What follows belongs to an exercise in optimizing a design on an open flow for small area; a production flow would make more cautious choices. Where RTL was checked, it was by simulation tests only, not by an equivalence proof against the original. For runs 2 and 3, only the layout was checked, not whether the RTL still works. Power is estimated from default activity; no workload was simulated. No driver is modelled on the clock port, so clocking that relies on it looks cheaper here than on a real chip.

### flow/design.v
`timescale 1ns / 1ps
module apb_master#(parameter addr_width =5 , data_width = 16) (
    input bit pclk,
    input bit preset_n,
    input logic pready,
    input logic transfer,
    input logic [data_width - 1 : 0] prdata,
    input logic [addr_width - 1 : 0] apb_paddr,
    input logic [data_width - 1 : 0] apb_pwdata,
    input logic apb_control,
    output logic [addr_width - 1 : 0] paddr,
    output logic pselx,
    output bit penable,
    output logic pwrite,
    output logic [data_width - 1 : 0] pwdata,
    output logic [data_width / 8 - 1 : 0] pstrb,
    output logic [data_width - 1 : 0] apb_prdata
);
logic sel_q, en_q;
logic [data_width - 1 : 0] temp_apb_prdata;
always_ff @(posedge pclk, negedge preset_n) begin
    if (!preset_n) begin
        sel_q <= 1'b0;
        en_q  <= 1'b0;
    end else if (en_q) begin
        sel_q <= !pready;
        en_q  <= !pready;
    end else if (sel_q) begin
        sel_q <= transfer;
        en_q  <= transfer;
    end else begin
        sel_q <= transfer;
        en_q  <= 1'b0;
    end
end
assign pselx   = sel_q;
assign penable = en_q;
assign paddr   = sel_q ? apb_paddr : '0;
assign pwdata  = (sel_q && apb_control) ? apb_pwdata : '0;
assign pwrite  = apb_control;
assign pstrb   = (pwrite && pselx && penable) ? '1 : '0;
always_ff @(posedge pclk, negedge preset_n) begin
    if (!preset_n)
        temp_apb_prdata <= '0;
    else if (pready && !apb_control)
        temp_apb_prdata <= prdata;
end
assign apb_prdata = temp_apb_prdata;
endmodule
`timescale 1ns / 1ps
module apb_slave#(
    parameter addr_width = 5,
    parameter data_width = 16
)(
    input  logic pclk,
    input  logic preset_n,
    input  logic pselx,
    input  logic penable,
    input  logic pwrite,
    input  logic [addr_width - 1 : 0] paddr,
    input  logic [data_width - 1 : 0] pwdata,
    output logic [data_width - 1 : 0] apb_spwdata,
    output logic [data_width - 1 : 0] prdata,
    output logic pready
);
    localparam int N = 2**addr_width;
    localparam int H = N / 2;
    localparam logic [1:0] IDLE = 2'b00, SETUP = 2'b01, ACCESS = 2'b10;
    logic [1:0] present_state, next_state;
    always_ff @(posedge pclk or negedge preset_n) begin
        if (!preset_n)
            present_state <= IDLE;
        else
            present_state <= next_state;
    end
    always_comb begin
        case (present_state)
            IDLE:    next_state = (pselx && !penable) ? SETUP : IDLE;
            SETUP:   next_state = (pselx && penable) ? ACCESS : IDLE;
            ACCESS:  next_state = !pselx ? IDLE : SETUP;
            default: next_state = IDLE;
        endcase
    end
    always_ff @(posedge pclk or negedge preset_n) begin
        if (!preset_n)
            pready <= 1'b0;
        else
            pready <= (present_state == ACCESS);
    end
    logic [data_width-1:0] ring [0:N-1];
    logic [data_width-1:0] rd_q;
    logic [addr_width-1:0] cnt;
    logic                  wr_pend, rd_pend;
    logic [addr_width-1:0] hold_addr;
    wire                   wr   = pready && pwrite;
    wire                   rd   = pready && !pwrite;
    wire [addr_width-1:0]  pos  = hold_addr + cnt;
    wire                   wr_do = wr_pend && !pos[0];
    wire                   rd_do = rd_pend && !pos[0];
    always_ff @(posedge pclk) begin
        cnt     <= cnt + 1'b1;
        wr_pend <= wr || (wr_pend && pos[0]);
        rd_pend <= rd || (rd_pend && pos[0]);
        if (pready)
            hold_addr <= paddr;
    end
    logic [H-1:0] psel, wsel, wseln, rseln;
    always_comb
        for (int k = 0; k < H; k++) begin
            psel[k]  = (pos[addr_width-1:1] == k[addr_width-2:0]);
            wsel[k]  = wr_do && psel[k];
            wseln[k] = !wsel[k];
            rseln[k] = !psel[k];
        end
    for (genvar p = 0; p < N; p++) begin : g_ring
        if (p % 2 == 1) begin : g_load
            wire [data_width-1:0] a = (p % 4 == 1) ? apb_spwdata : ~apb_spwdata;
            for (genvar i = 0; i < data_width; i++) begin : g_bit
                wire d;
                apb_imux u_mux (.s(wsel[p/2]), .sn(wseln[p/2]), .a(a[i]), .b(ring[p-1][i]), .y(d));
                always_ff @(posedge pclk)
                    ring[p][i] <= d;
            end
        end else begin : g_shift
            always_ff @(posedge pclk)
                ring[p] <= ring[(p + N - 1) % N];
        end
    end
    always_ff @(posedge pclk) begin
        if (wr)
            apb_spwdata <= pwdata;
    end
    localparam logic [H-1:0] INV = 16'hAAAA;
    logic [data_width-1:0] rdata;
    for (genvar i = 0; i < data_width; i++) begin : g_rd
        logic [H-1:0] col;
        for (genvar k = 0; k < H; k++) begin : g_col
            assign col[k] = ring[2*k][i];
        end
        apb_rmux #(.N(H), .INV(INV)) u_rmux (.s(psel), .sn(rseln), .d(col), .y(rdata[i]));
    end
    assign prdata = rd_do ? rdata : rd_q;
    always_ff @(posedge pclk)
        rd_q <= prdata;
endmodule
module apb_imux (
    input  logic s,
    input  logic sn,
    input  logic a,
    input  logic b,
    output logic y
);
    assign y = ~((sn | a) & (s | b));
endmodule
module apb_rmux #(parameter N = 16, parameter logic [N-1:0] INV = '0) (
    input  logic [N-1:0] s,
    input  logic [N-1:0] sn,
    input  logic [N-1:0] d,
    output logic         y
);
    always_comb begin
        y = 1'b0;
        for (int k = 0; k < N; k++)
            if (INV[k])
                y = y | !(sn[k] | d[k]);
            else
                y = y | (s[k] & d[k]);
    end
endmodule
`timescale 1ns / 1ps
module apb_wrapper#(parameter addr_width = 5, data_width = 16)(
    input bit pclk,                   
    input bit preset_n,               
    input logic transfer,  
    input logic [addr_width - 1 : 0] apb_paddr,  
    input logic [data_width - 1 : 0] apb_pwdata,  
    input logic apb_control ,         
    output logic [data_width - 1 : 0] apb_spwdata,   
    output logic [data_width - 1 : 0] apb_prdata  
    );
    logic [addr_width-1:0] paddr;
    logic pselx;
    bit penable;
    logic pwrite;
    logic [data_width-1:0] pwdata;
    logic [data_width/8-1:0] pstrb; 
    logic                    pready;
    logic [data_width -1:0]  prdata;
    apb_master #(.addr_width(addr_width), .data_width(data_width)) DUT (
        .pclk(pclk),
        .preset_n(preset_n),
        .pready(pready),
        .transfer(transfer),
        .prdata(prdata),
        .apb_paddr(apb_paddr),
        .apb_pwdata(apb_pwdata),
        .apb_control(apb_control),
        .paddr(paddr),
        .pselx(pselx),
        .penable(penable),
        .pwrite(pwrite),
        .pwdata(pwdata),
        .pstrb(pstrb),
        .apb_prdata(apb_prdata)
    );
     apb_slave #(
        .addr_width(addr_width),
        .data_width(data_width)
    ) dut (
        .pclk       (pclk),
        .preset_n   (preset_n),
        .pselx      (pselx),
        .penable    (penable),
        .pwrite     (pwrite),
        .paddr      (paddr),
        .pwdata     (pwdata),
        .apb_spwdata(apb_spwdata),
        .prdata     (prdata),
        .pready     (pready)
    );
endmodule
### flow/flow/run.sh
#!/bin/bash
# Layout flow: the standard flow (standard.sh, unchanged synthesis), with
# options changed through ORFS's own variables:
#  - clock tree synthesis without dummy loads, with clkbuf_8 buffers and
#    larger sink clusters,
#  - port buffers of the smallest buffer cell.
# make's full output goes to standard.log here; ORFS's per-step logs stay
# under orfs/logs/.
set -euo pipefail
export CTS_ARGS="-sink_clustering_enable -repair_clock_nets -dont_use_dummy_load -buf_list sky130_fd_sc_hd__clkbuf_8 -sink_clustering_size 16 -sink_clustering_max_diameter 60"
export BUFFER_PORTS_ARGS="-buffer_cell sky130_fd_sc_hd__buf_1"
bash standard.sh > standard.log 2>&1
### flow/standard.sh
#!/bin/bash
# synth_recipe.tcl (not shown) runs the flow's synth.tcl, then flattens the netlist and writes it again
# the make line also repeats each setting of config.mk as NAME=value (left out here)
make -C /OpenROAD-flow-scripts/flow DESIGN_CONFIG=/design/flow/config.mk WORK_HOME=/design/flow/orfs CLKGATE_MAP_FILE= SYNTH_SCRIPT=/design/flow/synth_recipe.tcl "${@:-finish}"
### flow/config.mk
export PLATFORM = sky130hd
export DESIGN_NAME = apb_wrapper
export DESIGN_NICKNAME = apb_wrapper
export VERILOG_FILES = /design/flow/design.v
export SDC_FILE = /design/flow/constraint.sdc
export NUM_CORES = 4
export LEC_CHECK = 0
export CAP_MARGIN = 20
export CORE_MARGIN = 2
export CORE_UTILIZATION = 40
export GPL_TIMING_DRIVEN = 0
export SLEW_MARGIN = 20
export SYNTH_HIERARCHICAL = 1
export SYNTH_MINIMUM_KEEP_SIZE = 0
### flow/constraint.sdc
create_clock -name core_clock -period 5.0 [get_ports {pclk}]
set_input_delay 1.0000 -clock core_clock [delete_from_list [all_inputs] [get_ports {pclk}]]
set_output_delay 1.0000 -clock core_clock [all_outputs]
set_load 0.01 [all_outputs]
==> results of run 1 <==
==> state kept, by name, indices dropped and copies added, names as in the netlist, 2 cells and up <==
register             cells
dut.hold_addr            5
dut.rd_q                16
dut.present_state        2
dut.ring               512
DUT.temp_apb_prdata     16
dut.cnt                  5
dut.apb_spwdata         16
==> layout by cell type, fill, tap and decap left out, drive strengths merged, types with 8 or more instances in the layout <==
cell and n:
and3 25, a221oi 32, a211oi 32, dfrtp 21
inv 19, or3 8, and2 9, mux2i 8
nor2 34, mux2 32, nand3 19, buf 109
nor3 16, clkbuf 53, o2bb2ai 32, nand4 16
dfxtp 535, edfxtp 21, o22ai 288
==> through the flow <==
step / util (%) / TNS (ps) / setup slack, ps / power, mW
floorplan: - / 0 / 888 / 4.73
global placement: 42.6 / -29750 / -1050 / 4.75
detailed placement: 43.9 / 0 / 935 / 4.75
CTS: 45.4 / 0 / 908 / 6.84
global route: 45.4 / 0 / 738 / 7.02
finish: 45.4 / 0 / 822 / 6.80
==> layout make-up <==
type	instances	area (µm²)
clock buffer	43	592
inverter	19	71.3
timing repair buffer	98	627
buffer	21	140
sequential	577	11900
tap	532	666
multi-input combinational	587	4500
fill	3655	22200
==> routing by layer <==
layer / up-vias / part of all wire, %
met3: 188 / 11
met4: 0 / 4.6
li1: 4881 / -
met1: 5574 / 42
met2: 668 / 43
met5: - / 0
==> critical path, delay by kind of cell, from the launching register on <==
| kind | cells | cell delay [ps] |
|---|---|---|
| mux | 2 | 590 |
| flops | 1 | 380 |
| fa+ha+maj | 2 | 650 |
| compound gates | 4 | 850 |
| xor+xnor | 1 | 150 |
| simple gates | 2 | 1130 |
| buf+inv | 2 | 320 |
==> worst paths after layout <==
kind	from	to	slack [ps]	cells after the start
setup / recovery	dut.hold_addr[0]	DUT.temp_apb_prdata[4]	820	13
hold / removal	preset_n	DUT.temp_apb_prdata[9]	290	1
setup reg to reg	dut.hold_addr[0]	DUT.temp_apb_prdata[4]	820	13
hold reg to reg	dut.ring[7][13]	dut.ring[8][13]	310	0
max in group asynchronous	preset_n	DUT.temp_apb_prdata[6]	4280	2
min in group core_clock	dut.ring[7][13]	dut.ring[8][13]	310	0
==> power breakdown <==
| part | internal, mW | switching (mW) |
|---|---|---|
| Sequential | 4.62 | 0 |
| Clock | 0.775 | 1.38 |
| Combinational | 0.0113 | 0.0133 |
| Total | 5.41 | 1.39 |
==> results.ini, run 1 <==
[worst_setup_path]
cp_max_fo=16
cpMaxStageDelayCell=nand3_1
cpPeakStageDelay_ps=910
cp_cell_sequence=ha_1, fa_1, a21o_1, a21oi_2, xor2_1, buf_4, buf_6, nand3_1, o22ai_1, a221oi_1, nand4_1, mux2_2, mux2_4
cp-start-kind=flip-flop
worstPathArrival_ps=4670
end_kind=flip-flop
critPathKind=reg -> reg
required_ps=5490

[sta]
setup_viol=0
fmax_mhz=239
slew_viol_final=0
slew_headroom_pct=15.3
rsz0062_at_grt=false
holdWs_ps=295
fin_crit_sh_pct=83.6
worst_slew_pin_slew_ps=1270
finalCriticalPeriod_ps=4180
clock_skew_ps=45.3
hold_viol_final=0

[clock_network]
cts.path.max_buffers=3
clkLatencyLatePin_ps=590
cts_made_buffers=43
htreeDepth=2
path_clk_slew_ps=100
cts_num_sinks=577
post_cts_resized=0
cts_tree=built
cts_hold_buffers=0
post_cts_buffers=0
root_buffer=clkbuf_8

[synth]
netlist_area_mm2=0.0164
syn_avg_cell_area_um2=13.6
syn_inst=1204
synth_fp_nets=1235
yosysWarningCount=11

[placed_design]
dpl.cell_count=1834
portBuffers=56
gp_congestion=0.826
dp_hpwl_um=32200
place_area_mm2=0.0178

[global_routing]
grt_pass1_vias=11300
grt.met3_usage_pct=6.33
grt_overflow=0
use_met1_pct=33.2
grtUsageMet2_pct=36.8
antenna_found_initial=1
grt_pass1_wl_um=74600
grt_busiest_layer=met2
grt_max_degree=18
track_usage_pct=24.4

[floorplan]
die_h_um=207
ios=57
core_area_mm2=0.0406
initial_utilization_pct=40.4
core.rowCount=74
die_area_mm2=0.0427
die_w_um=207

[routing]
route.detailed.drc=0
dr.first_iter.drc_count=1223
wl_per_cell_um=27.8
wirelength_um=52200
vias_per_cell=6.03
dr.pass1.iters=5
route.vias.total=11300
final_antenna_net_count=0

[power]
power_leakage_nw=7.06
powerDensity_mw_per_mm2=368
peakVddDrop_mv=0.190

[layout]
layout.nets=1378
drive_gt1_share_pct=17.0
antenna_cells=0
final_cell_area_mm2=0.0185
area_growth_pct=12.4
layout.cells.non_filler=1877

[run_status]
outcome=no timing/DRC/antenna violations

[flow_run]
drv_cap=0

[hold_path]
hold_class=in -> async

==> run 2: changes to the inputs <==
--- a/flow/design.v
+++ b/flow/design.v
@@ -90,5 +90,4 @@
     logic [data_width-1:0] ring [0:N-1];
-    logic [data_width-1:0] rd_q;
     logic [addr_width-1:0] cnt;
-    logic                  wr_pend, rd_pend;
+    logic                  wr_hold, rd_hold;
     logic [addr_width-1:0] hold_addr;
@@ -96,11 +95,12 @@
     wire                   rd   = pready && !pwrite;
-    wire [addr_width-1:0]  pos  = hold_addr + cnt;
-    wire                   wr_do = wr_pend && !pos[0];
-    wire                   rd_do = rd_pend && !pos[0];
+    wire [addr_width-1:0]  base = (wr_hold || rd_hold) ? hold_addr : paddr;
+    wire [addr_width-1:0]  pos  = base + cnt;
+    wire                   load = wr_hold || (wr && !pos[0]);
+    wire                   rload = rd_hold || (rd && !pos[0]);
+    wire [data_width-1:0]  wbus = wr_hold ? apb_spwdata : pwdata;
     always_ff @(posedge pclk) begin
-        cnt     <= cnt + 1'b1;
-        wr_pend <= wr || (wr_pend && pos[0]);
-        rd_pend <= rd || (rd_pend && pos[0]);
-        if (pready)
-            hold_addr <= paddr;
+        cnt       <= cnt + 1'b1;
+        wr_hold   <= wr && pos[0];
+        rd_hold   <= rd && pos[0];
+        hold_addr <= paddr;
     end
@@ -110,3 +110,3 @@
             psel[k]  = (pos[addr_width-1:1] == k[addr_width-2:0]);
-            wsel[k]  = wr_do && psel[k];
+            wsel[k]  = load && psel[k];
             wseln[k] = !wsel[k];
@@ -116,3 +116,3 @@
         if (p % 2 == 1) begin : g_load
-            wire [data_width-1:0] a = (p % 4 == 1) ? apb_spwdata : ~apb_spwdata;
+            wire [data_width-1:0] a = (p % 4 == 1) ? wbus : ~wbus;
             for (genvar i = 0; i < data_width; i++) begin : g_bit
@@ -141,5 +141,6 @@
     end
-    assign prdata = rd_do ? rdata : rd_q;
-    always_ff @(posedge pclk)
-        rd_q <= prdata;
+    always_ff @(posedge pclk) begin
+        if (rload)
+            prdata <= rdata;
+    end
 endmodule
--- a/flow/config.mk
+++ b/flow/config.mk
@@ -7,3 +7,3 @@
 export LEC_CHECK = 0
-export CAP_MARGIN = 20
+export CAP_MARGIN = 0
 export CORE_MARGIN = 2
@@ -11,3 +11,3 @@
 export GPL_TIMING_DRIVEN = 0
-export SLEW_MARGIN = 20
+export SLEW_MARGIN = 0
 export SYNTH_HIERARCHICAL = 1
==> results.ini, run 2 <==
[clock_network]
cts_tree=built
cts_num_sinks=577
cts_hold_buffers=0
cts.path.max_buffers=3
cts_made_buffers=43
htreeDepth=2
path_clk_slew_ps=100
root_buffer=clkbuf_8
post_cts_buffers=0
clkLatencyLatePin_ps=600

[sta]
rsz0062_at_grt=false
finalCriticalPeriod_ps=4810
worst_slew_pin_slew_ps=1300
fmax_mhz=208
clock_skew_ps=61.2
hold_viol_final=0
setup_viol=0
slew_headroom_pct=13.5
fin_crit_sh_pct=96.2
setup_tns_ps=0
slew_viol_final=0

[routing]
final_antenna_net_count=0
wirelength_um=52900
wl_per_cell_um=28.0
vias_per_cell=6.03
route.detailed.drc=0
dr.pass1.iters=5
dr.first_iter.drc_count=1150
route.vias.total=11400

[layout]
nFillCells=3728
layout_commonest_cell=dfxtp_1
largest_reg_flops=512
multi_input_area_mm2=0.00457
regArea_mm2=0.0120
antenna_cells=0
drive_gt1_share_pct=14.0
final_cell_mix=dfxtp_1, o22ai_1, buf_1, clkbuf_8, nor2_1
area_growth_pct=11.5
layout.nets=1390
regMostFlops=dut.ring
final_cell_area_mm2=0.0186

[power]
power_leakage_nw=7.08
powerDensity_mw_per_mm2=380
peakVddDrop_mv=0.169

[worst_setup_path]
cpPeakStageDelay_ps=950
worstPathArrival_ps=5050
required_ps=5240
cp_top_family=simple AND/OR/NAND/NOR gates
reg2reg_slack_ps=190
cp_cell_sequence=clkbuf_1, and2_1, mux2_2, ha_1, inv_1, fa_1, nor2b_1, a221oi_4, xnor3_2, buf_2, nand2_1, nor2_1, a211oi_1, nand4_1
critPathKind=reg -> reg
r2r_cells=14
cp-startpoint=DUT.sel_q
cp.buffers_inverters=3
cpMaxStageDelayCell=nand2_1
crit_end=dut.prdata[0]
cp_num_cells=14
cp_max_fo=16
cp-start-kind=flip-flop
reg2reg_from=DUT.sel_q
end_kind=flip-flop
r2r_end=dut.prdata[0]

[synth]
syn_avg_cell_area_um2=13.5
syn_inst=1235
yosysWarningCount=11
synth_fp_nets=1268
netlist_area_mm2=0.0167

[floorplan]
die_area_mm2=0.0433
ios=57
core.rowCount=74
initial_utilization_pct=40.7
core_area_mm2=0.0409
die_h_um=208
die_w_um=208

[placed_design]
place_area_mm2=0.0179
gp_congestion=0.886
dp_hpwl_um=32400
portBuffers=56

[global_routing]
grt_max_degree=22
track_usage_pct=24.1
grt_overflow=0
grt_pass1_wl_um=75700
antenna_found_initial=0
grt_pass1_vias=11200

[flow_run]
drv_cap=0

[hold_path]
hold_class=reg -> reg

[run_status]
outcome=no timing/DRC/antenna violations

-- run 2: repair_timing --
item                       4_1_cts  5_1_grt
hold endpoints to repair         0        0
resized for setup                0        6
setup endpoints to repair        0        5
-- run 2: area by class of cell --
class / count / share of cell area [%]
tap: 532 / 3.58
sequential: 577 / 64.5
clock buffer: 43 / 3.19
timing repair buffer: 77 / 3.03
buffer: 20 / 0.701
multi-input combinational: 617 / 24.6
inverter: 21 / 0.424
-- run 2: power breakdown --
part	internal [mW]	switching, mW	total, mW
Combinational	0.0801	0.193	0.273
Sequential	4.64	0.000531	4.64
Clock	0.774	1.36	2.14
Total	5.50	1.56	7.05
-- run 2: worst min-delay path by stage --
stage,startpoint,end,depth (start not counted)
after floorplan,dut.ring[31][0],dut.ring[0][0],0
after global placement,dut.ring[1][10],dut.ring[2][10],0
after detailed placement,dut.ring[9][13],dut.ring[10][13],0
after CTS,dut.ring[19][9],dut.ring[20][9],0
after global routing,dut.ring[19][9],dut.ring[20][9],0
final,dut.ring[19][9],dut.ring[20][9],0
-- run 2: metrics by stage --
stage	instances	util, %	worst slack [ps]	total power [mW]	hold WS, ps
after floorplan	1235	-	742	4.89	310
after global placement	1823	42.8	-836	5.00	310
after detailed placement	1843	43.8	-97.1	5.01	312
after CTS	1886	45.3	95.9	7.08	279
after global routing	1887	45.4	11.8	7.27	278
final	1887	45.4	192	7.05	273
-- run 2: worst register-to-register path: stages, from the launching register on --
cell	delay [ps]
dfrtp_1	450
clkbuf_1	360
and2_1	220
mux2_2	150
ha_1	170
inv_1	60
fa_1	430
nor2b_1	220
a221oi_4	100
xnor3_2	450
buf_2	210
nand2_1	950
nor2_1	90
a211oi_1	290
nand4_1	330
-- run 2: routing by layer --
metal	share of wire (%)	GRT usage (%)
met3	11	6.96
met1	40	31.0
met2	44	37.5
met4	4.9	10.9
met5	0	0
==> run 3: changes to the inputs <==
--- a/flow/config.mk
+++ b/flow/config.mk
@@ -7,3 +7,3 @@
 export LEC_CHECK = 0
-export CAP_MARGIN = 0
+export CAP_MARGIN = 20
 export CORE_MARGIN = 2
@@ -11,3 +11,3 @@
 export GPL_TIMING_DRIVEN = 0
-export SLEW_MARGIN = 0
+export SLEW_MARGIN = 20
 export SYNTH_HIERARCHICAL = 1
==> results.ini, run 3 <==
[sta]
timing.final.ws_setup_ps=449
setup_viol=0
hold_viol_final=0
slew_headroom_pct=14.5
fin_crit_sh_pct=91.0
fmax_mhz=220
finalCriticalPeriod_ps=4550
rsz0062_at_grt=false
clock_skew_ps=59.6
setup_tns_ps=0
slew_viol_final=0
worst_slew_pin_slew_ps=1280

[clock_network]
cts_num_sinks=577
cts_made_buffers=43
root_buffer=clkbuf_8
post_cts_buffers=0
cts_tree=built
cts_hold_buffers=0
post_cts_resized=0
path_clk_slew_ps=100
cts.path.max_buffers=3
htreeDepth=2
clkLatencyLatePin_ps=600

[power]
peakVddDrop_mv=0.148
p_int_mw=5.50
seqPwrFrac_pct=65.6
powerDensity_mw_per_mm2=383
power_leakage_nw=6.99
p_sw_mw=1.57
swShare_pct=22.2
clockPowerShare_pct=30.3
pwr-share-comb_pct=4.0
power_mw=7.07

[hold_path]
hold_end=dut.ring[2][1]
hold_class=reg -> reg
hold_depth=0
hold_start=dut.ring[1][1]

[global_routing]
antenna_found_initial=1
track_usage_pct=23.8
grt_overflow=0
grt_max_degree=22
grt_pass1_wl_um=74500
grt_pass1_vias=11000

[layout]
area_growth_pct=11.0
final_cell_mix=dfxtp_1, o22ai_1, buf_1, clkbuf_8, nor2_1
drive_gt1_share_pct=13.6
layout.cells.non_filler=1873
layout.nets=1375
layout_commonest_cell=dfxtp_1
regMostFlops=dut.ring
nFillCells=3708
largest_reg_flops=512

[worst_setup_path]
reg2reg_from=DUT.sel_q
reg2reg_slack_ps=450
cp-start-kind=flip-flop
critPathKind=reg -> reg
r2r_cells=14
required_ps=5230
worstPathArrival_ps=4780
r2r_end=dut.prdata[5]
cp_max_fo=16
end_kind=flip-flop

[floorplan]
core.rowCount=74
initial_utilization_pct=40.7
die_w_um=208
die_area_mm2=0.0433
ios=57
core_area_mm2=0.0409
die_h_um=208

[routing]
final_antenna_net_count=0
wirelength_um=52800
route.vias.total=11400
dr.first_iter.drc_count=1272
dr.pass1.iters=6
vias_per_cell=6.08
route.detailed.drc=0
wl_per_cell_um=28.2

[placed_design]
dp_hpwl_um=30000
gp_congestion=0.886
dp_slack_ps=-1.11
dpl.cell_count=1828
portBuffers=56

[synth]
syn_inst=1235
yosysWarningCount=11
syn_avg_cell_area_um2=13.5
synth_fp_nets=1268
netlist_area_mm2=0.0167

[flow_run]
drv_cap=0

[run_status]
outcome=no timing/DRC/antenna violations

[run 3: critical path, stage by stage, from the launching register on]
cell,delay (ps)
dfrtp_1,460
clkbuf_1,350
and2_1,210
mux2_2,150
ha_1,160
inv_1,60
fa_1,420
nor2b_1,220
a221oi_4,100
xor3_1,500
buf_2,230
nand2_2,620
o2bb2ai_2,110
a211oi_2,280
nand4_1,320
[run 3: cell type report]
| class | instances | area (µm²) | area share (%) |
|---|---|---|---|
| antenna | 1 | 2.50 | 0.0135 |
| tap | 532 | 666 | 3.60 |
| buffer | 20 | 130 | 0.704 |
| inverter | 21 | 78.8 | 0.426 |
| multi-input combinational | 617 | 4680 | 25.3 |
| timing repair buffer | 62 | 365 | 1.98 |
| sequential | 577 | 12000 | 64.8 |
| clock buffer | 43 | 592 | 3.20 |
[run 3: metrics by stage]
step | cell area, µm² | util (%) | hold WS (ps)
2_1_floorplan | 16700 | - | 310
3_3_place_gp | 17500 | 42.8 | 310
3_5_place_dp | 17900 | 43.6 | 312
4_1_cts | 18400 | 45.1 | 296
5_1_grt | 18500 | 45.2 | 294
6_report | 18500 | 45.2 | 291
[run 3: how the worst max path moves through the flow]
stage,from,to,slack (ps)
5_1_grt,DUT.sel_q,dut.prdata[9],130
2_1_floorplan,apb_paddr[0],dut.prdata[0],740
4_1_cts,DUT.sel_q,dut.prdata[0],190
3_5_place_dp,apb_paddr[0],dut.prdata[0],-1
6_report,DUT.sel_q,dut.prdata[5],450
3_3_place_gp,apb_paddr[0],dut.prdata[9],-840
[run 3: power groups by stage]
| stage | Clock [mW] | Combinational (mW) | Sequential [mW] |
|---|---|---|---|
| floorplan | 0 | 0.145 | 4.75 |
| global placement | 0 | 0.248 | 4.75 |
| detailed placement | 0 | 0.271 | 4.75 |
| CTS | 2.18 | 0.271 | 4.64 |
| global route | 2.34 | 0.294 | 4.64 |
| finish | 2.15 | 0.283 | 4.64 |
[run 3: routing by layer]
metal	global-route usage, %	vias up	wire length, µm
li1	-	4914	-
met1	32.3	5526	21600
met2	36.2	758	22800
met3	5.92	190	5820
met4	10.3	0	2620
met5	0	-	0
==> run 4: changes to the inputs <==
--- a/flow/design.v
+++ b/flow/design.v
@@ -90,4 +90,5 @@
     logic [data_width-1:0] ring [0:N-1];
+    logic [data_width-1:0] rd_q;
     logic [addr_width-1:0] cnt;
-    logic                  wr_hold, rd_hold;
+    logic                  wr_pend, rd_pend;
     logic [addr_width-1:0] hold_addr;
@@ -95,12 +96,11 @@
     wire                   rd   = pready && !pwrite;
-    wire [addr_width-1:0]  base = (wr_hold || rd_hold) ? hold_addr : paddr;
-    wire [addr_width-1:0]  pos  = base + cnt;
-    wire                   load = wr_hold || (wr && !pos[0]);
-    wire                   rload = rd_hold || (rd && !pos[0]);
-    wire [data_width-1:0]  wbus = wr_hold ? apb_spwdata : pwdata;
+    wire [addr_width-1:0]  pos  = hold_addr + cnt;
+    wire                   wr_do = wr_pend && !pos[0];
+    wire                   rd_do = rd_pend && !pos[0];
     always_ff @(posedge pclk) begin
-        cnt       <= cnt + 1'b1;
-        wr_hold   <= wr && pos[0];
-        rd_hold   <= rd && pos[0];
-        hold_addr <= paddr;
+        cnt     <= cnt + 1'b1;
+        wr_pend <= wr || (wr_pend && pos[0]);
+        rd_pend <= rd || (rd_pend && pos[0]);
+        if (pready)
+            hold_addr <= paddr;
     end
@@ -110,3 +110,3 @@
             psel[k]  = (pos[addr_width-1:1] == k[addr_width-2:0]);
-            wsel[k]  = load && psel[k];
+            wsel[k]  = wr_do && psel[k];
             wseln[k] = !wsel[k];
@@ -116,3 +116,3 @@
         if (p % 2 == 1) begin : g_load
-            wire [data_width-1:0] a = (p % 4 == 1) ? wbus : ~wbus;
+            wire [data_width-1:0] a = (p % 4 == 1) ? apb_spwdata : ~apb_spwdata;
             for (genvar i = 0; i < data_width; i++) begin : g_bit
@@ -141,6 +141,5 @@
     end
-    always_ff @(posedge pclk) begin
-        if (rload)
-            prdata <= rdata;
-    end
+    assign prdata = rd_do ? rdata : rd_q;
+    always_ff @(posedge pclk)
+        rd_q <= prdata;
 endmodule
==> flow/flow/run.sh (replaced) <==
#!/bin/bash
# Layout flow: the standard flow (standard.sh) with these changes, made
# through ORFS's own variables and a wrapper around the synthesis script:
#  - synthesis: the standard flow's synthesis script unchanged, except that ABC maps the
#    logic for area (flow/abc_area.script) instead of ORFS's delay script;
#    registers are mapped before ABC runs, so they are the standard ones,
#  - clock tree synthesis without dummy loads, with clkbuf_8 buffers and
#    smaller sink clusters,
#  - port buffers of the smallest buffer cell.
# make's full output goes to standard.log here; ORFS's per-step logs stay
# under orfs/logs/.
set -euo pipefail
here=$(pwd)
flowdir=$(cd "$(dirname "$0")" && pwd)

orig=$(grep -o 'SYNTH_SCRIPT=[^ ]*' standard.sh | head -1 | cut -d= -f2-)
cat > "$here/area_synth.tcl" <<EOT
# ABC with the area script; drop the delay target and its constraints
proc abc {args} {
  set keep {}
  set skip 0
  foreach a \$args {
    if {\$skip} { set skip 0; continue }
    if {\$a in {-script -D -constr}} { set skip 1; continue }
    lappend keep \$a
  }
  yosys abc -script $flowdir/abc_area.script {*}\$keep
}
source $orig
EOT
sed "s#SYNTH_SCRIPT=[^ ]*#SYNTH_SCRIPT=$here/area_synth.tcl#" standard.sh > area_standard.sh

export CTS_ARGS="-sink_clustering_enable -repair_clock_nets -dont_use_dummy_load -buf_list sky130_fd_sc_hd__clkbuf_8 -sink_clustering_size 16 -sink_clustering_max_diameter 60"
export BUFFER_PORTS_ARGS="-buffer_cell sky130_fd_sc_hd__buf_1"
bash area_standard.sh > standard.log 2>&1
==> flow/flow/abc_area.script (new file) <==
strash
dch
amap
--- a/flow/config.mk
+++ b/flow/config.mk
@@ -11,2 +11,3 @@
 export GPL_TIMING_DRIVEN = 0
+export SETUP_SLACK_MARGIN = 0.2
 export SLEW_MARGIN = 20
==> results.ini, run 4 <==
[routing]
dr.pass1.iters=7
vias_per_cell=5.96
wirelength_um=48700
route.vias.total=10900
final_antenna_net_count=0
wl_per_cell_um=26.6
route.detailed.drc=0
dr.first_iter.drc_count=1215

[layout]
drive_gt1_share_pct=8.84
layout_commonest_cell=dfxtp_1
fin_util_pct=45.7
layout.nets=1345
antenna_cells=0
regMostFlops=dut.ring
layout.cells.non_filler=1830
area_growth_pct=12.3
final_cell_area_mm2=0.0178
final_cell_mix=dfxtp_1, o22ai_1, a22o_1, buf_1, clkinv_1
largest_reg_flops=512
nFillCells=3517

[clock_network]
htreeDepth=2
clkLatencyLatePin_ps=620
path_clk_slew_ps=100
cts_tree=built
root_buffer=clkbuf_8
cts_made_buffers=43
cts.path.max_buffers=3
cts_num_sinks=577

[sta]
setup_viol=0
holdWs_ps=275
slew_headroom_pct=25.4
finalCriticalPeriod_ps=4590
fin_crit_sh_pct=91.9
hold_viol_final=0
rsz0062_at_grt=true
setup_tns_ps=0
clock_skew_ps=60.5
worst_slew_pin_slew_ps=1110
timing.final.ws_setup_ps=406
fmax_mhz=218
slew_viol_final=0

[global_routing]
grt_pass1_vias=10500
track_usage_pct=23.2
grt_overflow=0
antenna_found_initial=0
grt_max_degree=22
grt_pass1_wl_um=69100

[placed_design]
place_area_mm2=0.0169
dp_slack_ps=-362
gp_congestion=0.806
dp_hpwl_um=26900
portBuffers=56
dpl.cell_count=1765

[floorplan]
core_area_mm2=0.0388
initial_utilization_pct=40.7
die_h_um=203
die_w_um=203
core.rowCount=72
die_area_mm2=0.0412
ios=57

[worst_setup_path]
cp-start-kind=flip-flop
critPathKind=reg -> reg
end_kind=flip-flop
cp-startpoint=dut.hold_addr[0]
worstPathArrival_ps=5070
required_ps=5480
reg2reg_from=dut.hold_addr[0]
cp_max_fo=17

[power]
power_mw=8.60
powerDensity_mw_per_mm2=484
power_leakage_nw=6.71
peakVddDrop_mv=0.207

[synth]
netlist_area_mm2=0.0158
yosysWarningCount=11
syn_avg_cell_area_um2=13.3
synth_fp_nets=1220
syn_inst=1189

[hold_path]
hold_class=reg -> reg
hold_start=dut.ring[15][5]

[run_status]
outcome=no timing/DRC/antenna violations

[flow_run]
drv_cap=0

==> run 4: power breakdown <==
| group | switching, mW | leakage [nW] | internal (mW) |
|---|---|---|---|
| Sequential | 0.288 | 5.08 | 5.29 |
| Clock | 1.36 | 0.309 | 0.773 |
| Combinational | 0.501 | 1.32 | 0.390 |
==> run 4: cell type report <==
type / count / area [µm²] / area share [%]
repair buffers: 80 / 469 / 2.64
inverters: 64 / 275 / 1.55
clock buffers: 43 / 592 / 3.33
well taps: 518 / 648 / 3.65
plain buffers: 1 / 7.51 / 0.0423
multi-input cells: 547 / 3900 / 22.0
flip-flops and latches: 577 / 11900 / 66.8
==> run 4: per-layer routing <==
metal / GRT usage, % / wire length (µm)
met1: 31.7 / 20400
met3: 5.10 / 5110
met4: 9.57 / 1780
met5: 0 / 0
met2: 35.7 / 21400
==> run 4: repair_timing <==
action                     CTS  global route
hold buffers                 0             0
buffers inserted             6            16
resized for setup           14             6
setup endpoints to repair  209           116
gates cloned                 0             0
pin swaps                    4             5
==> run 4: worst max-delay path, cell delays in order, from the launching register on <==
cell	delay [ps]
edfxtp_1	390
ha_1	230
fa_1	380
clkinv_1	60
nor2_1	50
o32ai_1	280
a21oi_1	170
clkinv_1	80
nand2_1	170
nor2_4	670
clkinv_1	250
nor2_4	680
clkinvlp_4	760
o22ai_1	290
==> run 4: path summary, 6_finish.rpt <==
path,end,slack (ps),depth (start not counted)
max reg2reg,dut.ring[17][6],410,13
max in group asynchronous,DUT.temp_apb_prdata[1],4270,1
min,dut.ring[16][5],280,0
min reg2reg,dut.ring[16][5],280,0
min in group asynchronous,DUT.temp_apb_prdata[9],350,1
max,dut.ring[17][6],410,13
==> run 5: changes to the inputs <==
--- a/flow/design.v
+++ b/flow/design.v
@@ -93,6 +93,5 @@
     logic                  wr_pend, rd_pend;
-    logic [addr_width-1:0] hold_addr;
-    wire                   wr   = pready && pwrite;
-    wire                   rd   = pready && !pwrite;
-    wire [addr_width-1:0]  pos  = hold_addr + cnt;
+    logic [addr_width-1:0] pos;
+    wire                   wr    = pready && pwrite;
+    wire                   rd    = pready && !pwrite;
     wire                   wr_do = wr_pend && !pos[0];
@@ -103,4 +102,3 @@
         rd_pend <= rd || (rd_pend && pos[0]);
-        if (pready)
-            hold_addr <= paddr;
+        pos     <= pready ? paddr + cnt + 1'b1 : pos + 1'b1;
     end
--- a/flow/config.mk
+++ b/flow/config.mk
@@ -9,5 +9,4 @@
 export CORE_MARGIN = 2
-export CORE_UTILIZATION = 40
+export CORE_UTILIZATION = 55
 export GPL_TIMING_DRIVEN = 0
-export SETUP_SLACK_MARGIN = 0.2
 export SLEW_MARGIN = 20
==> results.ini, run 5 <==
[run_status]
outcome=no timing/DRC/antenna violations

[layout]
regMostFlops=dut.ring
fin_util_pct=61.9
nFillCells=2338
layout_commonest_cell=dfxtp_1
layout.nets=1350
antenna_cells=0
multi_input_area_mm2=0.00399
final_cell_mix=dfxtp_1, o22ai_1, a22o_1, clkinv_1, buf_1
area_growth_pct=11.4
drive_gt1_share_pct=6.61
regArea_mm2=0.0118
largest_reg_flops=512

[routing]
wl_per_cell_um=29.3
dr.pass1.iters=7
route.detailed.drc=0
wirelength_um=49900
dr.first_iter.drc_count=1291
final_antenna_net_count=0
route.vias.total=11000
vias_per_cell=6.48

[synth]
netlist_area_mm2=0.0159
synth_fp_nets=1236
syn_avg_cell_area_um2=13.2
yosysWarningCount=11
syn_inst=1204

[sta]
rsz0062_at_grt=false
finalCriticalPeriod_ps=4520
setup_viol=0
clock_skew_ps=31.9
slew_viol_final=0
hold_viol_final=0
fmax_mhz=221
fin_crit_sh_pct=90.4
slew_headroom_pct=22.3
worst_slew_pin_slew_ps=1160

[clock_network]
root_buffer=clkbuf_8
cts_made_buffers=42
post_cts_buffers=0
htreeDepth=2
cts_hold_buffers=0
cts.path.max_buffers=3
cts_tree=built
path_clk_slew_ps=100
clkLatencyLatePin_ps=580
cts_num_sinks=577
post_cts_resized=0

[worst_setup_path]
cp_top_family=buffers and inverters
critPathKind=reg -> reg
cp_max_fo=17
r2r_cells=7
reg2reg_from=dut.pos[3]
crit_top_cell=clkinv_1
required_ps=5440
r2r_end=dut.ring[3][10]
cp_cell_sequence=clkinv_1, nand2_1, nor2_1, clkinv_1, nor2_4, clkinv_1, o22ai_1
cp.buffers_inverters=3
reg2reg_slack_ps=480
cpPeakStageDelay_ps=1120
worstPathArrival_ps=4960
cpMaxStageDelayCell=clkinv_1
cp-start-kind=flip-flop
end_kind=flip-flop

[hold_path]
hold_depth=0
hold_class=reg -> reg
hold_start=dut.ring[5][7]
hold_end=dut.ring[6][7]

[global_routing]
track_usage_pct=32.5
grt.met3_usage_pct=7.04
grt_pass1_wl_um=70400
grtUsageMet2_pct=48.4
use_met1_pct=46.2
grt_pass1_vias=10400
grt_overflow=0
grt_busiest_layer=met2
grt_max_degree=22
antenna_found_initial=0

[floorplan]
initial_utilization_pct=55.5
die_w_um=174
die_h_um=174
ios=57
die_area_mm2=0.0302
core_area_mm2=0.0285
core.rowCount=62

[power]
power_mw=10.5
peakVddDrop_mv=0.278
powerDensity_mw_per_mm2=594
power_leakage_nw=6.73

[placed_design]
dp_hpwl_um=27200
gp_congestion=0.811
portBuffers=56

[flow_run]
drv_cap=0

==> run 5: power by group <==
group	switching, mW	total (mW)	internal (mW)
clock	1.36	2.11	0.758
sequential	0.501	6.17	5.67
combinational	1.31	2.21	0.890
==> run 5: area by class of cell <==
cell class                 count  area share [%]
clock buffer                  42            3.27
multi-input combinational    562            22.6
tap                          384            2.72
sequential                   577            66.9
timing repair buffer          70            3.10
inverter                      64            1.36
buffer                         1          0.0425
==> run 5: how the worst max path moves through the flow <==
stage / startpoint / depth (start not counted) / to
after floorplan: dut.pos[2] / 6 / dut.ring[13][0]
after global placement: dut.pos[2] / 6 / dut.ring[13][13]
after detailed placement: dut.pos[3] / 7 / dut.ring[3][10]
after CTS: dut.pos[3] / 7 / dut.ring[3][10]
after global routing: dut.pos[4] / 6 / dut.ring[23][5]
final: dut.pos[3] / 7 / dut.ring[3][10]
==> run 5: routing by layer <==
| metal | wire length [µm] | share of wire [%] | up-vias |
|---|---|---|---|
| met1 | 21000 | 42 | 5414 |
| met5 | 0 | 0 | - |
| met3 | 5510 | 11 | 162 |
| met2 | 21200 | 42 | 639 |
| met4 | 2160 | 4.3 | 0 |
| li1 | - | - | 4801 |
==> run 5: through the flow <==
stage                     std cells  TNS [ps]  hold slack [ps]  area, µm²  setup WS [ps]
after floorplan                1204         0              310      15900           2410
after global placement         1644   -231610              310      16500          -1580
after detailed placement       1658         0              312      17100            778
final                          1700         0              307      17700            481
after CTS                      1700         0              308      17700            752
after global routing           1700         0              313      17700            582
==> run 6: changes to the inputs <==
--- a/flow/config.mk
+++ b/flow/config.mk
@@ -9,3 +9,3 @@
 export CORE_MARGIN = 2
-export CORE_UTILIZATION = 55
+export CORE_UTILIZATION = 40
 export GPL_TIMING_DRIVEN = 0
==> results.ini, run 6 <==
[floorplan]
ios=57
die_h_um=203
die_area_mm2=0.0412
die_w_um=203
initial_utilization_pct=40.7
core.rowCount=72
core_area_mm2=0.0389

[clock_network]
clkLatencyLatePin_ps=590
root_buffer=clkbuf_8
path_clk_slew_ps=90
cts_made_buffers=43
cts_hold_buffers=0
post_cts_buffers=0
post_cts_resized=0
htreeDepth=2
cts_num_sinks=577
cts_tree=built
cts.path.max_buffers=3

[layout]
multi_input_area_mm2=0.00397
largest_reg_flops=512
regArea_mm2=0.0118
layout.nets=1341
layout_commonest_cell=dfxtp_1
regMostFlops=dut.ring
fin_util_pct=45.1
area_growth_pct=10.7
drive_gt1_share_pct=5.97
nFillCells=3589
antenna_cells=0
final_cell_mix=dfxtp_1, o22ai_1, a22o_1, clkinv_1, buf_1

[flow_run]
drv_cap=0

[hold_path]
hold_class=reg -> reg

[placed_design]
portBuffers=56
dp_hpwl_um=27100
gp_congestion=0.791

[worst_setup_path]
crit_top_cell=clkinv_1
cpPeakStageDelay_ps=1130
reg2reg_slack_ps=580
cpMaxStageDelayCell=clkinv_1
critPathKind=reg -> reg
cp_cell_sequence=nand2_1, nor2_1, clkinv_1, nor2_4, clkinv_1, o22ai_1
required_ps=5470
worstPathArrival_ps=4900
end_kind=flip-flop
cp-start-kind=flip-flop
cp_top_family=buffers and inverters
cp.buffers_inverters=2
cp_max_fo=17

[routing]
route.vias.total=10900
vias_per_cell=5.98
dr.first_iter.drc_count=1024
wirelength_um=49000
wl_per_cell_um=26.8
final_antenna_net_count=0
dr.pass1.iters=8
route.detailed.drc=0

[global_routing]
track_usage_pct=23.3
grt_pass1_wl_um=68300
grt_pass1_vias=10600
grt_overflow=0
antenna_found_initial=1
grt_max_degree=22

[sta]
finalCriticalPeriod_ps=4420
hold_viol_final=0
rsz0062_at_grt=false
worst_slew_pin_slew_ps=1180
setup_tns_ps=0
fmax_mhz=226
setup_viol=0
slew_viol_final=0
fin_crit_sh_pct=88.5
clock_skew_ps=70.1
slew_headroom_pct=21.0

[power]
peakVddDrop_mv=0.259
powerDensity_mw_per_mm2=596
power_leakage_nw=6.63

[synth]
syn_avg_cell_area_um2=13.2
yosysWarningCount=11
netlist_area_mm2=0.0159
synth_fp_nets=1236
syn_inst=1204

[run_status]
outcome=no timing/DRC/antenna violations

[run 6: changes by cell type in the layout (fill, tap and decap cells not counted), sizes merged]
| cell | change |
|---|---|
| buf | -10 |
| clkbuf | +1 |
[run 6: area by class of cell]
| cell class | instances | area share, % |
|---|---|---|
| sequential | 577 | 67.3 |
| multi-input combinational | 562 | 22.6 |
| inverter | 64 | 1.37 |
| clock buffer | 43 | 3.37 |
| buffer | 1 | 0.0428 |
| timing repair buffer | 60 | 1.60 |
| tap | 518 | 3.69 |
[run 6: power breakdown]
part	switching, mW	internal [mW]	total [mW]	leakage [nW]
Combinational	1.30	0.848	2.15	1.25
Sequential	0.504	5.67	6.18	5.07
Clock	1.37	0.773	2.14	0.309
[run 6: stage by stage]
step | power (mW) | setup WS [ps] | instance area, µm² | hold slack (ps) | std cells
4_1_cts | 10.4 | 932 | 17600 | 280 | 1825
6_report | 10.5 | 575 | 17600 | 276 | 1825
3_3_place_gp | 8.19 | -1210 | 16700 | 310 | 1778
5_1_grt | 10.9 | 534 | 17600 | 277 | 1825
2_1_floorplan | 7.37 | 2410 | 15900 | 310 | 1204
3_5_place_dp | 8.35 | 917 | 17000 | 312 | 1782
[run 6: worst paths after layout]
check,endpoint,cells past startpoint,start
min in group asynchronous,DUT.temp_apb_prdata[13],1,preset_n
setup / recovery,dut.ring[31][1],6,dut.pos[3]
hold reg to reg,dut.ring[20][12],0,dut.ring[19][12]
hold / removal,dut.ring[20][12],0,dut.ring[19][12]
max in group asynchronous,DUT.en_q,1,preset_n
setup reg to reg,dut.ring[31][1],6,dut.pos[3]
[run 6: layer usage]
layer  up-vias  part of all wire (%)  global-route usage (%)
met2       617                    45                    36.8
met5         -                     0                       0
met3       206                   9.4                    5.99
li1       4810                     -                       -
met1      5288                    41                    29.3
met4         0                   5.5                    12.3
==> run 7: changes to the inputs <==
--- a/flow/config.mk
+++ b/flow/config.mk
@@ -7,3 +7,3 @@
 export LEC_CHECK = 0
-export CAP_MARGIN = 20
+export CAP_MARGIN = 0
 export CORE_MARGIN = 2
@@ -11,3 +11,3 @@
 export GPL_TIMING_DRIVEN = 0
-export SLEW_MARGIN = 20
+export SLEW_MARGIN = 0
 export SYNTH_HIERARCHICAL = 1
==> results.ini, run 7 <==
[run_status]
outcome=no timing/DRC/antenna violations

[sta]
worst_slew_pin_slew_ps=1140
setup_tns_ps=0
rsz0062_at_grt=false
finalCriticalPeriod_ps=4220
fin_crit_sh_pct=84.4
timing.final.ws_setup_ps=779
fmax_mhz=237
setup_viol=0
clock_skew_ps=38.3
hold_viol_final=0
slew_headroom_pct=23.2
slew_viol_final=0

[routing]
wirelength_um=49100
final_antenna_net_count=0
dr.first_iter.drc_count=1052
route.detailed.drc=0
vias_per_cell=5.91
dr.pass1.iters=5
route.vias.total=10900
wl_per_cell_um=26.6

[floorplan]
die_h_um=203
core.rowCount=72
initial_utilization_pct=40.7
die_area_mm2=0.0412
ios=57
core_area_mm2=0.0389
die_w_um=203

[worst_setup_path]
cpPeakStageDelay_ps=1110
required_ps=5480
cp_cell_sequence=nand2_1, nor2_1, clkinv_1, nor2_2, clkinv_1, o22ai_1
cp-start-kind=flip-flop
cp.buffers_inverters=2
crit_top_cell=clkinv_1
critPathKind=reg -> reg
cpMaxStageDelayCell=clkinv_1
cp_max_fo=17
cp_top_family=buffers and inverters
worstPathArrival_ps=4700
end_kind=flip-flop

[layout]
layout.nets=1360
largest_reg_flops=512
final_cell_area_mm2=0.0178
area_growth_pct=12.5
layout_commonest_cell=dfxtp_1
final_cell_mix=dfxtp_1, o22ai_1, a22o_1, clkinv_1, buf_1
drive_gt1_share_pct=6.94
nFillCells=3533
layout.cells.non_filler=1844
fin_util_pct=45.8
regMostFlops=dut.ring
antenna_cells=0

[flow_run]
drv_cap=0

[hold_path]
hold_class=reg -> reg

[global_routing]
track_usage_pct=23.5
grt_pass1_wl_um=69400
antenna_found_initial=0
grt_pass1_vias=10800
grt_max_degree=22
grt_overflow=0

[synth]
synth_fp_nets=1236
syn_avg_cell_area_um2=13.2
yosysWarningCount=11
syn_inst=1204
netlist_area_mm2=0.0159

[clock_network]
path_clk_slew_ps=100
cts.path.max_buffers=3
post_cts_buffers=0
post_cts_resized=0
cts_num_sinks=577
cts_hold_buffers=0
htreeDepth=2
cts_made_buffers=42
root_buffer=clkbuf_8
cts_tree=built
clkLatencyLatePin_ps=610

[placed_design]
portBuffers=56
place_area_mm2=0.0173
dp_hpwl_um=30300
dp_slack_ps=1050
dpl.cell_count=1802
gp_congestion=0.791

[power]
peakVddDrop_mv=0.221
power_leakage_nw=6.79
powerDensity_mw_per_mm2=587

-- run 7: worst paths after layout --
| path | depth (start not counted) | slack (ps) | from | end |
|---|---|---|---|---|
| setup / recovery | 6 | 780 | dut.pos[1] | dut.ring[15][4] |
| hold / removal | 0 | 300 | dut.ring[19][2] | dut.ring[20][2] |
| setup reg to reg | 6 | 780 | dut.pos[1] | dut.ring[15][4] |
| hold reg to reg | 0 | 300 | dut.ring[19][2] | dut.ring[20][2] |
| max in group asynchronous | 1 | 3780 | preset_n | DUT.temp_apb_prdata[5] |
| min in group asynchronous | 1 | 580 | preset_n | DUT.temp_apb_prdata[15] |
-- run 7: final cells by class --
class	instances	area, µm²	area share, %
well taps	518	648	3.63
flip-flops and latches	577	11800	66.3
plain buffers	1	7.51	0.0421
clock buffers	42	578	3.24
repair buffers	80	683	3.83
inverters	64	240	1.35
multi-input cells	562	3860	21.6
-- run 7: power breakdown --
part	switching [mW]	internal, mW	leakage (nW)	total [mW]
clock network	1.36	0.757	0.302	2.11
logic	1.28	0.895	1.41	2.18
registers	0.501	5.67	5.07	6.17
-- run 7: worst register-to-register path, stage by stage (launching register included) --
cell and delay [ps]:
dfxtp_1 410, nand2_1 170, nor2_1 150, clkinv_1 850
nor2_2 1010, clkinv_1 1120, o22ai_1 420
-- run 7: through the flow --
stage          total power [mW]  hold slack (ps)
5_1_grt                    10.9              314
4_1_cts                    10.4              312
3_5_place_dp               8.38              312
3_3_place_gp               8.19              310
6_report                   10.5              299
2_1_floorplan              7.37              310
-- run 7: routing by layer --
| layer | up-vias | share of wire, % | global-route usage, % |
|---|---|---|---|
| met3 | 179 | 8.9 | 5.23 |
| met1 | 5289 | 41 | 29.8 |
| met2 | 583 | 45 | 37.5 |
| li1 | 4839 | - | - |
| met4 | 0 | 5.7 | 12.8 |
| met5 | - | 0 | 0 |
==> run 8: changes to the inputs <==
--- a/flow/flow/run.sh
+++ b/flow/flow/run.sh
@@ -32,3 +32,3 @@
 
-export CTS_ARGS="-sink_clustering_enable -repair_clock_nets -dont_use_dummy_load -buf_list sky130_fd_sc_hd__clkbuf_8 -sink_clustering_size 16 -sink_clustering_max_diameter 60"
+export CTS_ARGS="-sink_clustering_enable -repair_clock_nets -dont_use_dummy_load -buf_list sky130_fd_sc_hd__clkbuf_8 -sink_clustering_size 20 -sink_clustering_max_diameter 60"
 export BUFFER_PORTS_ARGS="-buffer_cell sky130_fd_sc_hd__buf_1"
--- a/flow/config.mk
+++ b/flow/config.mk
@@ -7,3 +7,3 @@
 export LEC_CHECK = 0
-export CAP_MARGIN = 0
+export CAP_MARGIN = 20
 export CORE_MARGIN = 2
@@ -11,3 +11,3 @@
 export GPL_TIMING_DRIVEN = 0
-export SLEW_MARGIN = 0
+export SLEW_MARGIN = 20
 export SYNTH_HIERARCHICAL = 1
==> results.ini, run 8 <==
[run_status]
outcome=no timing/DRC/antenna violations

[clock_network]
cts_hold_buffers=0
post_cts_resized=0
cts_tree=built
root_buffer=clkbuf_8
clkLatencyLatePin_ps=570
cts_made_buffers=37
path_clk_slew_ps=100
htreeDepth=2
cts.path.max_buffers=3
cts_num_sinks=577
post_cts_buffers=0

[routing]
route.vias.total=10800
dr.first_iter.drc_count=977
dr.pass1.iters=5
vias_per_cell=5.96
route.detailed.drc=0
wl_per_cell_um=26.7
final_antenna_net_count=0
wirelength_um=48600

[floorplan]
die_w_um=203
die_h_um=203
core_area_mm2=0.0389
core.rowCount=72
ios=57
die_area_mm2=0.0412
initial_utilization_pct=40.7

[worst_setup_path]
critPathKind=reg -> reg
end_kind=flip-flop
reg2reg_from=dut.pos[3]
required_ps=5430
worstPathArrival_ps=4810
cp-startpoint=dut.pos[3]
cp-start-kind=flip-flop
cp_max_fo=17

[power]
seqPwrFrac_pct=59.9
p_sw_mw=3.12
powerDensity_mw_per_mm2=590
power_leakage_nw=6.58
swShare_pct=30.3
peakVddDrop_mv=0.260
p_int_mw=7.19
pwr-share-comb_pct=20.9
clockPowerShare_pct=19.3

[sta]
finalCriticalPeriod_ps=4370
fin_crit_sh_pct=87.5
rsz0062_at_grt=false
slew_viol_final=0
worst_slew_pin_slew_ps=1190
holdWs_ps=294
hold_viol_final=0
clock_skew_ps=52.7
setup_tns_ps=0
fmax_mhz=229
setup_viol=0
timing.final.ws_setup_ps=626
slew_headroom_pct=20.4

[layout]
multi_input_area_mm2=0.00397
area_growth_pct=10.2
layout_commonest_cell=dfxtp_1
regMostFlops=dut.ring
largest_reg_flops=512
final_cell_mix=dfxtp_1, o22ai_1, a22o_1, clkinv_1, buf_1
antenna_cells=0
fin_util_pct=44.9
drive_gt1_share_pct=5.53
layout.nets=1335
regArea_mm2=0.0118
nFillCells=3593
final_cell_area_mm2=0.0175

[global_routing]
grt_max_degree=22
grt_pass1_vias=10500
track_usage_pct=23.1
grt_overflow=0
antenna_found_initial=1
grt_pass1_wl_um=68100

[synth]
netlist_area_mm2=0.0159
syn_avg_cell_area_um2=13.2
syn_inst=1204
yosysWarningCount=11
synth_fp_nets=1236

[placed_design]
place_area_mm2=0.0170
dp_slack_ps=917
dp_hpwl_um=27100
gp_congestion=0.791
portBuffers=56

[hold_path]
hold_class=reg -> reg
hold_start=dut.ring[25][9]

[flow_run]
drv_cap=0

## run 8: changes by cell type in the layout (fill, tap and decap cells not counted), sizes merged
cell / delta
buf: -21
clkbuf: -4
## run 8: stage by stage
stage	power (mW)	std cells
after detailed placement	8.35	1782
after floorplan	7.37	1204
after global routing	10.7	1819
after CTS	10.3	1819
after global placement	8.19	1778
final	10.3	1819
## run 8: worst paths after layout
path                                   endpoint  slack, ps  cells after the start
max                             dut.ring[15][4]        630                      6
min                             dut.ring[26][9]        290                      0
max reg2reg                     dut.ring[15][4]        630                      6
min reg2reg                     dut.ring[26][9]        290                      0
max in group asynchronous  dut.present_state[1]       4230                      1
min in group asynchronous            dut.pready        390                      1
## run 8: cell type report
type                            instances  area share (%)
Sequential cell                       577            67.6
Tap cell                              518            3.71
Timing Repair Buffer                   60            1.60
Buffer                                  1          0.0430
Clock buffer                           37            2.91
Multi-Input combinational cell        562            22.7
Inverter                               64            1.37
## run 8: metal layers
metal / GRT usage [%] / up-vias / share of wire, %
met5: 0 / - / 0
met4: 11.5 / 0 / 5.2
met3: 5.30 / 180 / 8.9
met1: 29.5 / 5311 / 41
met2: 36.8 / 573 / 45
li1: - / 4776 / -
## run 8: power by group through the flow
stage	combinational [mW]	sequential [mW]	clock [mW]
finish	2.15	6.18	1.99
floorplan	1.24	6.14	0
CTS	2.08	6.17	2.03
detailed placement	2.07	6.27	0
global placement	1.95	6.24	0
global route	2.27	6.28	2.19
## run 8: critical path, stage by stage, from the launching register on
cell,delay (ps)
dfxtp_1,420
nand2_1,220
nor2_1,150
clkinv_1,850
nor2_4,1050
clkinv_1,1140
o22ai_1,410
==> run 9: changes to the inputs <==
--- a/flow/flow/run.sh
+++ b/flow/flow/run.sh
@@ -32,3 +32,3 @@
 
-export CTS_ARGS="-sink_clustering_enable -repair_clock_nets -dont_use_dummy_load -buf_list sky130_fd_sc_hd__clkbuf_8 -sink_clustering_size 20 -sink_clustering_max_diameter 60"
+export CTS_ARGS="-sink_clustering_enable -repair_clock_nets -dont_use_dummy_load -buf_list sky130_fd_sc_hd__clkbuf_16 -sink_clustering_size 32 -sink_clustering_max_diameter 80"
 export BUFFER_PORTS_ARGS="-buffer_cell sky130_fd_sc_hd__buf_1"
==> results.ini, run 9 <==
[floorplan]
core.rowCount=72
die_w_um=203
die_h_um=203
die_area_mm2=0.0412
initial_utilization_pct=40.7
ios=57
core_area_mm2=0.0389

[clock_network]
root_buffer=clkbuf_16
cts.path.max_buffers=3
clkLatencyLatePin_ps=570
cts_tree=built
post_cts_resized=0
cts_hold_buffers=0
cts_made_buffers=23
post_cts_buffers=0
path_clk_slew_ps=110
cts_num_sinks=577
htreeDepth=1

[worst_setup_path]
end_kind=flip-flop
required_ps=5460
cp_max_fo=17
cpMaxStageDelayCell=clkinv_1
cp_cell_sequence=nand2_1, nor2_1, clkinv_1, nor2_4, clkinv_1, o22ai_1
critPathKind=reg -> reg
crit_top_cell=clkinv_1
cp-start-kind=flip-flop
cpPeakStageDelay_ps=1110
worstPathArrival_ps=4870

[synth]
syn_avg_cell_area_um2=13.2
synth_fp_nets=1236
syn_inst=1204
netlist_area_mm2=0.0159
yosysWarningCount=11

[layout]
layout_commonest_cell=dfxtp_1
final_cell_area_mm2=0.0175
fin_util_pct=45.1
largest_reg_flops=512
area_growth_pct=10.6
nFillCells=3577
drive_gt1_share_pct=4.51
final_cell_mix=dfxtp_1, o22ai_1, a22o_1, clkinv_1, buf_1
regMostFlops=dut.ring
antenna_cells=0
layout.nets=1321

[routing]
dr.first_iter.drc_count=1091
final_antenna_net_count=0
vias_per_cell=5.94
route.detailed.drc=0
wl_per_cell_um=26.9
wirelength_um=48600
route.vias.total=10700
dr.pass1.iters=5

[power]
seqPwrFrac_pct=59.0
clockPowerShare_pct=20.5
swShare_pct=29.7
power_leakage_nw=6.60
power_mw=10.5
p_int_mw=7.35
powerDensity_mw_per_mm2=596
pwr-share-comb_pct=20.5
peakVddDrop_mv=0.249
p_sw_mw=3.11

[global_routing]
grt_max_degree=33
grt_overflow=0
track_usage_pct=23.0
grt_pass1_vias=10300
antenna_found_initial=1
grt_pass1_wl_um=67700

[placed_design]
dp_slack_ps=917
portBuffers=56
dp_hpwl_um=27100
place_area_mm2=0.0170
gp_congestion=0.791

[sta]
setup_viol=0
worst_slew_pin_slew_ps=1180
slew_headroom_pct=20.7
hold_viol_final=0
fmax_mhz=227
slew_viol_final=0
rsz0062_at_grt=false
clock_skew_ps=34.8
fin_crit_sh_pct=88.2
timing.final.ws_setup_ps=589
finalCriticalPeriod_ps=4410

[run_status]
outcome=no timing/DRC/antenna violations

[flow_run]
drv_cap=0

[hold_path]
hold_class=reg -> reg

run 9: final timing paths:
check                                  from  slack [ps]                      end  cells past startpoint
max in group asynchronous          preset_n        4250  DUT.temp_apb_prdata[15]                      1
min in group asynchronous          preset_n         390   DUT.temp_apb_prdata[0]                      1
min reg2reg                dut.ring[19][11]         300         dut.ring[20][11]                      0
max                              dut.pos[3]         590          dut.ring[31][4]                      6
min                        dut.ring[19][11]         300         dut.ring[20][11]                      0
max reg2reg                      dut.pos[3]         590          dut.ring[31][4]                      6
run 9: power by group through the flow:
stage / Sequential (mW) / Clock, mW / Combinational, mW
global placement: 6.24 / 0 / 1.95
global route: 6.29 / 2.33 / 2.27
finish: 6.18 / 2.14 / 2.14
detailed placement: 6.27 / 0 / 2.07
floorplan: 6.14 / 0 / 1.24
CTS: 6.17 / 2.18 / 2.08
run 9: worst max-delay path, delay by kind of cell (launching register included):
| kind | cells | cell delay [ps] |
|---|---|---|
| buffers and inverters | 2 | 2030 |
| and+or+nand+nor | 3 | 1420 |
| DFF | 1 | 430 |
| AOI/OAI and AO/OA | 1 | 420 |
run 9: routing by layer:
layer  global-route usage (%)  part of all wire (%)  wire [µm]
met1                     29.9                    41      20000
met2                     36.3                    44      21600
met3                     5.33                   9.3       4510
met4                     10.7                   5.1       2480
met5                        0                     0          0
run 9: final cells by class:
| class | count | area, µm² | share of cell area (%) |
|---|---|---|---|
| plain buffers | 1 | 7.51 | 0.0428 |
| clock buffers | 23 | 576 | 3.28 |
| inverters | 64 | 240 | 1.37 |
| multi-input cells | 562 | 3970 | 22.6 |
| flip-flops and latches | 577 | 11800 | 67.4 |
| well taps | 518 | 648 | 3.69 |
| repair buffers | 60 | 280 | 1.60 |
run 9: stage by stage:
step / hold slack [ps] / setup TNS (ps) / std cells
floorplan: 310 / 0 / 1204
global placement: 310 / -150630 / 1778
detailed placement: 312 / 0 / 1782
CTS: 296 / 0 / 1805
global route: 306 / 0 / 1805
finish: 297 / 0 / 1805

[port drivers added, routing unchanged]
How much do the figures lean on ideal ports? The routed layouts below were timed once more, with nothing changed but the port constraints.
Step 1 (the two cells are an assumption about what drives the block):
set clk [get_ports {pclk}]
set_driving_cell -lib_cell sky130_fd_sc_hd__clkbuf_16 $clk
set_driving_cell -lib_cell sky130_fd_sc_hd__buf_2 [delete_from_list [all_inputs] $clk]
Step 2 times the ports against the registers' clock, not the clock port: input delays grow and output delays shrink by t, the midpoint of the rising clock arrivals with the driver on.
Slacks: ideal / step 1 / step 2; pairs: ideal / step 1.
| run | t (ns) | setup WS [ns] | slew at the worst register clock pin (ns) |
|---|---|---|---|
| run 1 | 0.622 | 0.822 / 0.822 / 0.822 | 0.10 / 0.10 |
| run 2 | 0.619 | 0.192 / 0.192 / -0.034 | 0.10 / 0.10 |
| run 3 | 0.616 | 0.449 / 0.449 / 0.214 | 0.10 / 0.10 |
| run 4 | 0.637 | 0.406 / 0.406 / 0.406 | 0.10 / 0.10 |
| run 5 | 0.613 | 0.481 / 0.481 / 0.481 | 0.10 / 0.10 |
| run 6 | 0.617 | 0.575 / 0.575 / 0.575 | 0.10 / 0.10 |
| run 7 | 0.634 | 0.779 / 0.779 / 0.779 | 0.10 / 0.10 |
| run 8 | 0.595 | 0.626 / 0.626 / 0.626 | 0.12 / 0.12 |
| run 9 | 0.609 | 0.589 / 0.589 / 0.589 | 0.12 / 0.12 |
With both steps, setup timing fails in run 2, where it was met with ideal ports. The setup slack of run 3, which loses most, moves by 0.000 ns with the drivers and by -0.235 ns with both steps.
